From an optimization exercise on the open Yosys and OpenROAD flow, aimed at small area; shortcuts taken in it are not production practice. Where RTL was checked, it was by simulation tests only, not by an equivalence proof against the original.

==> inputs of v38 <==
## arbiter256
module arbiter256 (
	input enable,
	input [255:0] req,
	output [255:0] grant,
	output [7:0] select,
	output valid,
	input clock,
	input reset
);
arbiter #(
	.width(256),
	.select_width(8)
) arbiter (
	.enable(enable),
	.req(req),
	.grant(grant),
	.select(select),
	.valid(valid),
	.clock(clock),
	.reset(reset)
);
endmodule
make LEC_CHECK=0 CAP_MARGIN=20 CORE_MARGIN=2 CORE_UTILIZATION=40 SLEW_MARGIN=20 finish   # period 3.5 ns
run.sh (not shown) runs the stock make flow with config.mk's settings and CLKGATE_MAP_FILE= SYNTH_SCRIPT=/design/flow/synth_recipe.tcl, a recipe that flattens the netlist after the stock synthesis.
==> v28: changes against v38 <==
==> flow/design.v (replaced) <==
function integer min (
	input integer a, b
);
begin
	min = a < b ? a : b;
end
endfunction
function integer max (
	input integer a, b
);
begin
	max = a > b ? a : b;
end
endfunction
function integer flog2 (
	input integer number
);
integer i;
integer count;
begin
	flog2 = 0;
	for(i = 0; i < 32; i = i + 1)
	begin
		if(number&(1<<i))
			flog2 = i;
	end
end
endfunction
function integer clog2 (
	input integer number
);
integer i;
integer count;
begin
	clog2 = 0;
	count = 0;
	for(i = 0; i < 32; i = i + 1)
	begin
		if(number&(1<<i))
		begin
			clog2 = i;
			count = count + 1;
		end
	end
	if(count > 1)
		clog2 = clog2 + 1;
end
endfunction
function integer mux_sum (
	input integer width, select_width
);
integer i, number;
begin
	mux_sum = 0;
	number = 1;
	for(i = select_width; i > 0 && number <= width; i = i - 1)
	begin
		mux_sum = mux_sum + i*(number);
		number = number * 2;
	end
end
endfunction
`timescale 1ns / 1ps
module arbiter (
	input enable,
	input [255:0] req,
	output [255:0] grant,
	output reg [7:0] select,
	output reg valid,
	input clock,
	input reset
);
reg [255:1] s;
wire [511:1] v;
wire [255:1] s_next;
assign v[511:256] = req;
genvar h;
generate
for(h = 1; h < 256; h = h + 1)
begin: gen_node
	assign v[h] = (v[2*h] & ~s[h]) | v[2*h+1];
	assign s_next[h] = v[2*h+1] & (~v[2*h] | s[h]);
end
endgenerate
wire [7:0] p;
assign p[7] = s[1];
assign p[6] = s[{1'b1, p[7]}];
assign p[5] = s[{1'b1, p[7:6]}];
assign p[4] = s[{1'b1, p[7:5]}];
assign p[3] = s[{1'b1, p[7:4]}];
assign p[2] = s[{1'b1, p[7:3]}];
assign p[1] = s[{1'b1, p[7:2]}];
assign p[0] = s[{1'b1, p[7:1]}];
wire hit = req[p];
reg hit_q;
always @(posedge clock, posedge reset)
begin
	if(reset)
	begin
		s <= 0;
		select <= 0;
		valid <= 0;
		hit_q <= 0;
	end
	else
	begin
		s <= s_next;
		select <= p;
		valid <= v[1];
		hit_q <= hit & enable;
	end
end
assign grant = {255'd0, hit_q} << select;
endmodule
`timescale 1ns / 1ps
module arbiter256 (
	input enable,
	input [255:0] req,
	output [255:0] grant,
	output [7:0] select,
	output valid,
	input clock,
	input reset
);
arbiter arbiter (
	.enable(enable),
	.req(req),
	.grant(grant),
	.select(select),
	.valid(valid),
	.clock(clock),
	.reset(reset)
);
endmodule
==> run summary <==
Post-placement setup slack: v38 0.319 ns; v28 -5.63 ns
Share of Yosys cell area claimed by the top area cell type: v38 57.4%; v28 36.4%
Core Rows: v38 87; v28 78
DRT Wirelength: v38 68.6 mm; v28 101 mm
Critical path origin: v38 arbiter.gen_arb[2].nodes[0].grant_state$_DFF_PP0_; v28 arbiter.s[1]$_DFF_PP0_
Post-synthesis sequential area ratio: v38 57.4%; v28 36.4%
Met2 routed wirelength: v38 33.0 mm; v28 47.8 mm
Outcome: v38 timing/DRC/antenna clean; v28 failed layout checks
Reasons for failing layout checks: v38 -; v28 negative setup slack
Mux cell area share after synthesis: v38 3.65%; v28 8.47%
Final HPWL from detailed placement: v38 53.6 mm; v28 81.4 mm
Num sequential: v38 520; v28 265
Top-count cell post-synth: v38 sky130_fd_sc_hd__dfrtp_1; v28 sky130_fd_sc_hd__nor2_1
Area of all placed cells without fillers: v38 30900 um^2; v28 29600 um^2
Crit path DAT: v38 3.22 ns; v28 9.25 ns
Fin Clk Skew: v38 0.0159 ns; v28 0.0337 ns
Count of cell instances traversed by the critical path: v38 6; v28 39
Worst setup path endpoint: v38 arbiter.grant[192]$_DFF_PP0_; v28 arbiter.hit_q$_DFF_PP0_
Post-CTS resize count: v38 0; v28 102
Cell type taking the most area: v38 flip-flops and latches; v28 multi-input combinational cells

* * *

==> onyx <==
Another version of the RTL of arbiter256 (not shown whole).
Settings: LEC_CHECK=0, CAP_MARGIN=20, CORE_MARGIN=2, CORE_UTILIZATION=60, GPL_TIMING_DRIVEN=0, PLACE_DENSITY=0.8, SETUP_SLACK_MARGIN=0.05, SLEW_MARGIN=20, SYNTH_HIERARCHICAL=1; clock period 3.5 ns.
standard.sh (not shown) runs the stock make flow with config.mk's settings and CLKGATE_MAP_FILE= SYNTH_SCRIPT=/design/flow/synth_recipe.tcl, a recipe that flattens the netlist after the stock synthesis.
==> flow/flow/run.sh <==
#!/bin/bash
# The standard layout (standard.sh), with these changes:
#  - after synthesis, every combinational cell is sized down to the
#    smallest cell of its function (flow/downsize.tcl); timing repair
#    sizes up again where needed;
#  - the port buffers are the smallest buffer cell;
#  - repair_design after placement does not use the largest buffers
#    (flow/resize_dont_use.tcl);
#  - clock tree synthesis options from flow/cts_args.txt.
cp standard.sh standard_sh.txt
export POST_SYNTH_TCL="$PWD/flow/downsize.tcl"
export PRE_RESIZE_TCL="$PWD/flow/resize_dont_use.tcl"
export BUFFER_PORTS_ARGS="-buffer_cell sky130_fd_sc_hd__buf_1"
if [[ -f flow/cts_args.txt ]]; then
  export CTS_ARGS="$(cat flow/cts_args.txt)"
fi
bash standard.sh > standard.log 2>&1
Other scripts of this flow, unchanged in this note and not shown: flow/flow/cts_args.txt, flow/flow/downsize.tcl, flow/flow/resize_dont_use.tcl
==> inputs of sierra, as changes to onyx <==
- CORE_UTILIZATION: 60 -> 40
- PLACE_DENSITY: 0.8 -> not set
- SETUP_SLACK_MARGIN: 0.05 -> not set
==> inputs of delta, as changes to onyx <==
- CORE_UTILIZATION: 60 -> 40
- PLACE_DENSITY: 0.8 -> not set
- SETUP_SLACK_MARGIN: 0.05 -> 0.2
==> comparison table <==
Outcome: delta timing/DRC/antenna clean; sierra failed layout checks; onyx failed layout checks
Violated checks: delta -; sierra negative setup slack; onyx negative setup slack
Critical Path Source: delta q[155]$_DFF_PP1_; sierra select[0]$_DFF_PP0_; onyx select[3]$_DFF_PP0_
Final core utilization: delta 0.554; sierra 0.505; onyx 0.752
Number of diodes added for antenna fixing: delta 1; sierra 1; onyx 0
Met1 usage in global routing: delta 0.332; sierra 0.329; onyx 0.496
Routed metal-1 wirelength: delta 22900 um; sierra 21600 um; onyx 20100 um
Number of placed cells counting well taps: delta 2773; sierra 2773; onyx 2631
Tap Count: delta 461; sierra 461; onyx 319
Critical path capture point: delta grant[51]; sierra grant[31]; onyx grant[8]
Clock buffer count from CTS: delta 21; sierra 21; onyx 20
Final cycle utilization of the critical path: delta 0.942; sierra 1.03; onyx 1.03
Clock transition time at the flip-flop clock pins of the worst setup and hold paths: delta 100 ps; sierra 100 ps; onyx 120 ps
Metal2 WL: delta 26400 um; sierra 24000 um; onyx 23400 um
Via count normalized by instance count: delta 5.37; sierra 5.27; onyx 5.86
Cts repair resizes: delta 41; sierra 12; onyx 14
Number of design-rule violations left by the first detailed-router iteration: delta 1006; sierra 1126; onyx 1715
Fraction of area in clock buffers and inverters: delta 0.0148; sierra 0.0162; onyx 0.0156
Die area: delta 37100 um2; sierra 37100 um2; onyx 25000 um2
Crit Reg-Reg Startpoint: delta q[248]$_DFF_PP1_; sierra q[248]$_DFF_PP1_; onyx q[228]$_DFF_PP1_
Function was not checked in any run of this note: the RTL went through the layout flow alone.

## port drivers added, routing unchanged
In the flow no input, the clock included, has a driving cell. The finished layouts below were timed again as built, in two steps. Step 1, drivers: a clkbuf_16 drives clock and a buf_2 each remaining input, both assumed. Step 2, shift: input delay + t, output delay - t, t = (earliest + latest rising clock arrival at the registers) / 2. This alone moves slack from input paths to output paths. Slacks: ideal ports / drivers / drivers and shift; pairs: ideal ports / drivers.
| run | t, ns | setup slack, ns | hold slack, ns |
|---|---|---|---|
| v38 | 0.661 | 0.798 / 0.798 / 0.246 | 0.479 / 0.479 / 0.479 |
| v28 | 0.649 | -5.269 / -5.269 / -5.269 | 0.536 / 0.536 / 0.536 |
| onyx | 0.580 | -0.103 / -0.150 / 0.342 | 0.285 / 0.259 / 0.466 |
| sierra | 0.587 | -0.094 / -0.145 / 0.435 | 0.264 / 0.238 / 0.465 |
| delta | 0.589 | 0.204 / 0.154 / 0.482 | 0.259 / 0.231 / 0.465 |
The setup slack of v38, which loses most, moves by 0.000 ns with the drivers and by -0.552 ns with both steps.
